What follows belongs to an exercise in optimizing a design on an open flow for small area; a production flow would make more cautious choices.
At most, simulation tests tie the RTL to the original design; equivalence was not proved.
Power and IR drop assume default switching activity.

P:
Design j1, start of the top module:
module j1(
  input wire clk,
  input wire resetq,
  output wire io_rd,
  output wire io_wr,
  output wire [15:0] mem_addr,
  output wire mem_wr,
  output wire [15:0] dout,
  input  wire [15:0] mem_din,
  input  wire [15:0] io_din,
  output wire [12:0] code_addr,
  input  wire [15:0] insn);
clock: 4.5 ns
lec_check: 0
cap_margin: 20
core_margin: 2
core_utilization: 40
slew_margin: 20
synth_hierarchical: 1
standard.sh (not shown) runs the stock make flow with config.mk's settings and CLKGATE_MAP_FILE= SYNTH_SCRIPT=/design/flow/synth_recipe.tcl, a recipe that flattens the netlist after the stock synthesis.
==> flow/flow/run.sh <==
#!/bin/bash
# The standard layout (standard.sh) with these changes:
# - synthesis is the standard one except that ABC maps the logic with the
#   area-oriented script flow/area.abc (registers are untouched by ABC);
# - the smallest buffer on each port;
# - timing-driven placement that does not keep its trial buffering;
# - a clock tree of clkbuf_16 leaf buffers without dummy loads.
set -euo pipefail
W=$PWD
sed 's|^source \$::env(SCRIPTS_DIR)/synth_preamble.tcl$|&\nset abc_args [list -script '"$W"'/flow/area.abc {*}[lrange $abc_args 2 end]]|' \
  "$FLOW_HOME/scripts/synth.tcl" > my_synth_body.tcl
grep -q "flow/area.abc" my_synth_body.tcl
sed 's|^source \$::env(SCRIPTS_DIR)/synth.tcl$|source '"$W"'/my_synth_body.tcl|' synth_recipe.tcl > my_synth.tcl
grep -q "my_synth_body.tcl" my_synth.tcl
sed 's|SYNTH_SCRIPT=[^ ]*|SYNTH_SCRIPT='"$W"'/my_synth.tcl|' standard.sh > my_standard.sh
grep -q "SYNTH_SCRIPT=$W/my_synth.tcl" my_standard.sh
export BUFFER_PORTS_ARGS="-buffer_cell sky130_fd_sc_hd__buf_1"
export GPL_KEEP_OVERFLOW=0
export CTS_ARGS="-sink_clustering_enable -repair_clock_nets -buf_list sky130_fd_sc_hd__clkbuf_16 -sink_clustering_size 26 -sink_clustering_max_diameter 110 -dont_use_dummy_load"
bash my_standard.sh > standard.log 2>&1
==> flow/flow/area.abc <==
strash
&get -n
&st
&syn2
&dch
&nf
&st
&syn2
&dch
&nf
&put
topo
dnsize -c
P ended with every stage complete and zero timing, DRC or antenna violations.
Edits applied to the flow inputs when going from P to Q:
--- a/flow/design.v
+++ b/flow/design.v
@@ -31,26 +31,19 @@
   input wire s1, input wire s0,
   output wire y);
   assign y = s1 ? (s0 ? d[3] : d[2]) : (s0 ? d[1] : d[0]);
 endmodule
 module nand4m(input wire a, input wire b, input wire c, input wire d, output wire y);
   assign y = ~(a & b & c & d);
 endmodule
-module aoi221(
-  input wire a1, input wire a2,
-  input wire b1, input wire b2,
-  input wire c,
-  output wire y);
-  assign y = ~((a1 & a2) | (b1 & b2) | c);
-endmodule
-module aoi21(
-  input wire a1, input wire a2,
-  input wire b,
-  output wire y);
-  assign y = ~((a1 & a2) | b);
+module nand3m(input wire a, input wire b, input wire c, output wire y);
+  assign y = ~(a & b & c);
+endmodule
+module nand2m(input wire a, input wire b, output wire y);
+  assign y = ~(a & b);
 endmodule
 module j1(
   input wire clk,
   input wire resetq,
   output wire io_rd,
   output wire io_wr,
   output wire [15:0] mem_addr,
@@ -149,30 +142,31 @@
   wire sel_add = is_alu & (op == 4'd2);
   wire sel_shr = is_alu & (op == 4'd9) & ~T[4];
   wire sel_shl = is_alu & (op == 4'd10) & ~T[4];
   wire sel_r   = is_alu & (op == 4'd11);
   wire sel_mem = is_alu & (op == 4'd12);
   wire sel_io  = is_alu & (op == 4'd13);
   wire sel_dep = is_alu & (op == 4'd14);
-  wire [3:0] kn = ~k;
+  wire [3:0] kn = ~(k | {4{sel_flag}});
   wire [15:0] st0N;
   generate
     for (i = 0; i < 16; i = i + 1) begin : g_out
       wire lun, y0, y1, y2;
       mux4m u_lu(.d(kn), .s1(T[i]), .s0(N[i]), .y(lun));
       aoi222 u_a(.a1(sel_add), .a2(add[i]), .b1(sel_shr), .b2(shr[i]), .c1(sel_shl), .c2(srev[i]), .y(y0));
       aoi222 u_b(.a1(sel_r), .a2(rst0[i]), .b1(sel_mem), .b2(mem_din[i]), .c1(sel_io), .c2(io_din[i]), .y(y1));
       if (i < 10) begin : g_dl
-        aoi221 u_c(.a1(sel_dep), .a2(dep[i]), .b1(is_lit), .b2(insn[i]), .c(sel_flag), .y(y2));
+        aoi22 u_c(.a1(sel_dep), .a2(dep[i]), .b1(is_lit), .b2(insn[i]), .y(y2));
+        nand4m u_o(.a(lun), .b(y0), .c(y1), .d(y2), .y(st0N[i]));
       end else if (i < 15) begin : g_l
-        aoi21 u_c(.a1(is_lit), .a2(insn[i]), .b(sel_flag), .y(y2));
+        nand2m u_c(.a(is_lit), .b(insn[i]), .y(y2));
+        nand4m u_o(.a(lun), .b(y0), .c(y1), .d(y2), .y(st0N[i]));
       end else begin : g_n
-        assign y2 = ~sel_flag;
-      end
-      nand4m u_o(.a(lun), .b(y0), .c(y1), .d(y2), .y(st0N[i]));
+        nand3m u_o(.a(lun), .b(y0), .c(y1), .y(st0N[i]));
+      end
     end
   endgenerate
   wire [9:0] dep = {rsp, dsp};
   wire dstkW = is_lit | (is_alu & (fn == 3'd1));
   reg [4:0] dspI;
   always @* begin
     if (is_lit)       dspI = 5'b00001;
Findings:
- Result for Q and P: all clean
- On die area, Q tracks P almost exactly.
- P → Q: slew at the pin closest to its max-slew limit grew by 0.076 ns, stage delay of the slowest cell on the critical path grew by 0.05 ns, cell count of the worst reg-to-reg path grew by 1, design area grew by 2.5%, global-route track usage on met1 grew by 0.70 points.
- The proportion of power drawn by combinational gates reported for Q is greater than that of P by 1.5 points.
- [compare] base=P new=Q: shortest clock period the worst path allows after layout increased by 0.0039 ns relative to the old numbers, worst slew margin relative to its limit has decreased, final routed wirelength across all metal layers essentially unchanged, fraction of the cycle the final worst path needs was more or less identical.
For Q, only the layout was checked, not whether the RTL still works.

* * *

Setup of alpha:
RTL: one of the versions met above, not the one the previous note started from.
Size: roughly 890 cells after synthesis, ~300 flip-flops, roughly 0.013 mm^2 of cells after synthesis.
==> flow/design.v (excerpt) <==
module j1(
  input wire clk,
  input wire resetq,
  output wire io_rd,
  output wire io_wr,
  output wire [15:0] mem_addr,
  output wire mem_wr,
  output wire [15:0] dout,
  input  wire [15:0] mem_din,
  input  wire [15:0] io_din,
  output wire [12:0] code_addr,
  input  wire [15:0] insn);
Settings: LEC_CHECK=0, CAP_MARGIN=20, CORE_MARGIN=2, CORE_UTILIZATION=40, SLEW_MARGIN=20, SYNTH_HIERARCHICAL=1; clock period 4.5 ns.
==> flow/flow/run.sh <==
#!/bin/bash
# The standard layout (standard.sh) with these changes:
# - synthesis is the standard one except that ABC maps the logic with the
#   area-oriented script flow/area.abc (registers are untouched by ABC);
# - the smallest buffer on each port;
# - timing-driven placement that does not keep its trial buffering;
# - a clock tree of clkbuf_16 leaf buffers without dummy loads.
set -euo pipefail
W=$PWD
sed 's|^source \$::env(SCRIPTS_DIR)/synth_preamble.tcl$|&\nset abc_args [list -script '"$W"'/flow/area.abc {*}[lrange $abc_args 2 end]]|' \
  "$FLOW_HOME/scripts/synth.tcl" > my_synth_body.tcl
grep -q "flow/area.abc" my_synth_body.tcl
sed 's|^source \$::env(SCRIPTS_DIR)/synth.tcl$|source '"$W"'/my_synth_body.tcl|' synth_recipe.tcl > my_synth.tcl
grep -q "my_synth_body.tcl" my_synth.tcl
sed 's|SYNTH_SCRIPT=[^ ]*|SYNTH_SCRIPT='"$W"'/my_synth.tcl|' standard.sh > my_standard.sh
grep -q "SYNTH_SCRIPT=$W/my_synth.tcl" my_standard.sh
export BUFFER_PORTS_ARGS="-buffer_cell sky130_fd_sc_hd__buf_1"
export GPL_KEEP_OVERFLOW=0
export CTS_ARGS="-sink_clustering_enable -repair_clock_nets -buf_list sky130_fd_sc_hd__clkbuf_8 -sink_clustering_size 14 -sink_clustering_max_diameter 80 -dont_use_dummy_load"
bash my_standard.sh > standard.log 2>&1
Scripts as last shown in full above: flow/flow/area.abc
diff inputs: alpha => beta
-- flow/design.v --
<<< alpha, line 36
  assign y = ~(a & b & c & d);
endmodule
module nand3m(input wire a, input wire b, input wire c, output wire y);
  assign y = ~(a & b & c);
endmodule
module nand2m(input wire a, input wire b, output wire y);
  assign y = ~(a & b);
endmodule
module j1(
>>> beta, line 36
  assign y = ~(a & b & c & d);
endmodule
module aoi221(
  input wire a1, input wire a2,
  input wire b1, input wire b2,
  input wire c,
  output wire y);
  assign y = ~((a1 & a2) | (b1 & b2) | c);
endmodule
module aoi21(
  input wire a1, input wire a2,
  input wire b,
  output wire y);
  assign y = ~((a1 & a2) | b);
endmodule
module j1(
<<< alpha, line 147
  wire sel_io  = is_alu & (op == 4'd13);
  wire sel_dep = is_alu & (op == 4'd14);
  wire [3:0] kn = ~(k | {4{sel_flag}});
  wire [15:0] st0N;
  generate
>>> beta, line 154
  wire sel_io  = is_alu & (op == 4'd13);
  wire sel_dep = is_alu & (op == 4'd14);
  wire [3:0] kn = ~k;
  wire [15:0] st0N;
  generate
<<< alpha, line 156
      aoi222 u_b(.a1(sel_r), .a2(rst0[i]), .b1(sel_mem), .b2(mem_din[i]), .c1(sel_io), .c2(io_din[i]), .y(y1));
      if (i < 10) begin : g_dl
        aoi22 u_c(.a1(sel_dep), .a2(dep[i]), .b1(is_lit), .b2(insn[i]), .y(y2));
        nand4m u_o(.a(lun), .b(y0), .c(y1), .d(y2), .y(st0N[i]));
      end else if (i < 15) begin : g_l
        nand2m u_c(.a(is_lit), .b(insn[i]), .y(y2));
        nand4m u_o(.a(lun), .b(y0), .c(y1), .d(y2), .y(st0N[i]));
      end else begin : g_n
        nand3m u_o(.a(lun), .b(y0), .c(y1), .y(st0N[i]));
      end
    end
  endgenerate
>>> beta, line 163
      aoi222 u_b(.a1(sel_r), .a2(rst0[i]), .b1(sel_mem), .b2(mem_din[i]), .c1(sel_io), .c2(io_din[i]), .y(y1));
      if (i < 10) begin : g_dl
        aoi221 u_c(.a1(sel_dep), .a2(dep[i]), .b1(is_lit), .b2(insn[i]), .c(sel_flag), .y(y2));
      end else if (i < 15) begin : g_l
        aoi21 u_c(.a1(is_lit), .a2(insn[i]), .b(sel_flag), .y(y2));
      end else begin : g_n
        assign y2 = ~sel_flag;
      end
      nand4m u_o(.a(lun), .b(y0), .c(y1), .d(y2), .y(st0N[i]));
    end
  endgenerate
- Number of nets in the synthesized netlist grows slightly when moving from alpha to beta.
- alpha vs beta, start point of the critical path: dsp[0] vs insn[15]
- alpha has a lower instance count of the mapped netlist than beta.
- sky130_fd_sc_hd__and2_0 as the critical path's slowest cell was reported by beta, and sky130_fd_sc_hd__dfrtp_2 by alpha.
- Looking at beta and alpha, the wire length after detailed routing is a wash.
- The first-iteration DRC count of beta is lower than that of alpha.
- Summary of beta over alpha: final setup slack of the worst path higher, sequential share of layout area higher.
Only the layout flow was run in alpha; the RTL was not checked for function there.

[separate check: timing with driven ports]
The flow's constraints put no driver on any port. The routed layouts listed below were extracted and timed again, unchanged, in two steps. Step 1 sets driving cells, clkbuf_16 on the clock port and buf_2 on the other inputs (assumed; they add their load-dependent delay and slew). Step 2 adds t to the input delays and takes it off the output delays; t is the mean of the earliest and latest rising clock arrival at the registers after step 1. Input paths then give back, and output paths get back, about the clock's delay inside the block. Slacks: ideal / step 1 / step 2; pairs: ideal / step 1.
run	t (ns)	slack for setup (ns)	worst hold slack (ns)	worst setup path at the end
P	0.536	0.163 / 0.125 / -0.228	0.375 / 0.345 / 0.612	input to register
Q	0.547	0.159 / 0.117 / -0.212	0.318 / 0.288 / 0.601	input to register
alpha	0.621	0.143 / 0.107 / -0.375	0.225 / 0.199 / 0.598	input to register
beta	0.594	0.164 / 0.122 / -0.391	0.311 / 0.284 / 0.608	input to register
Met with ideal ports but missed after step 2: setup timing in every run listed. For beta, which loses most, drivers alone change the setup slack by -0.042 ns; drivers and shift together by -0.555 ns.
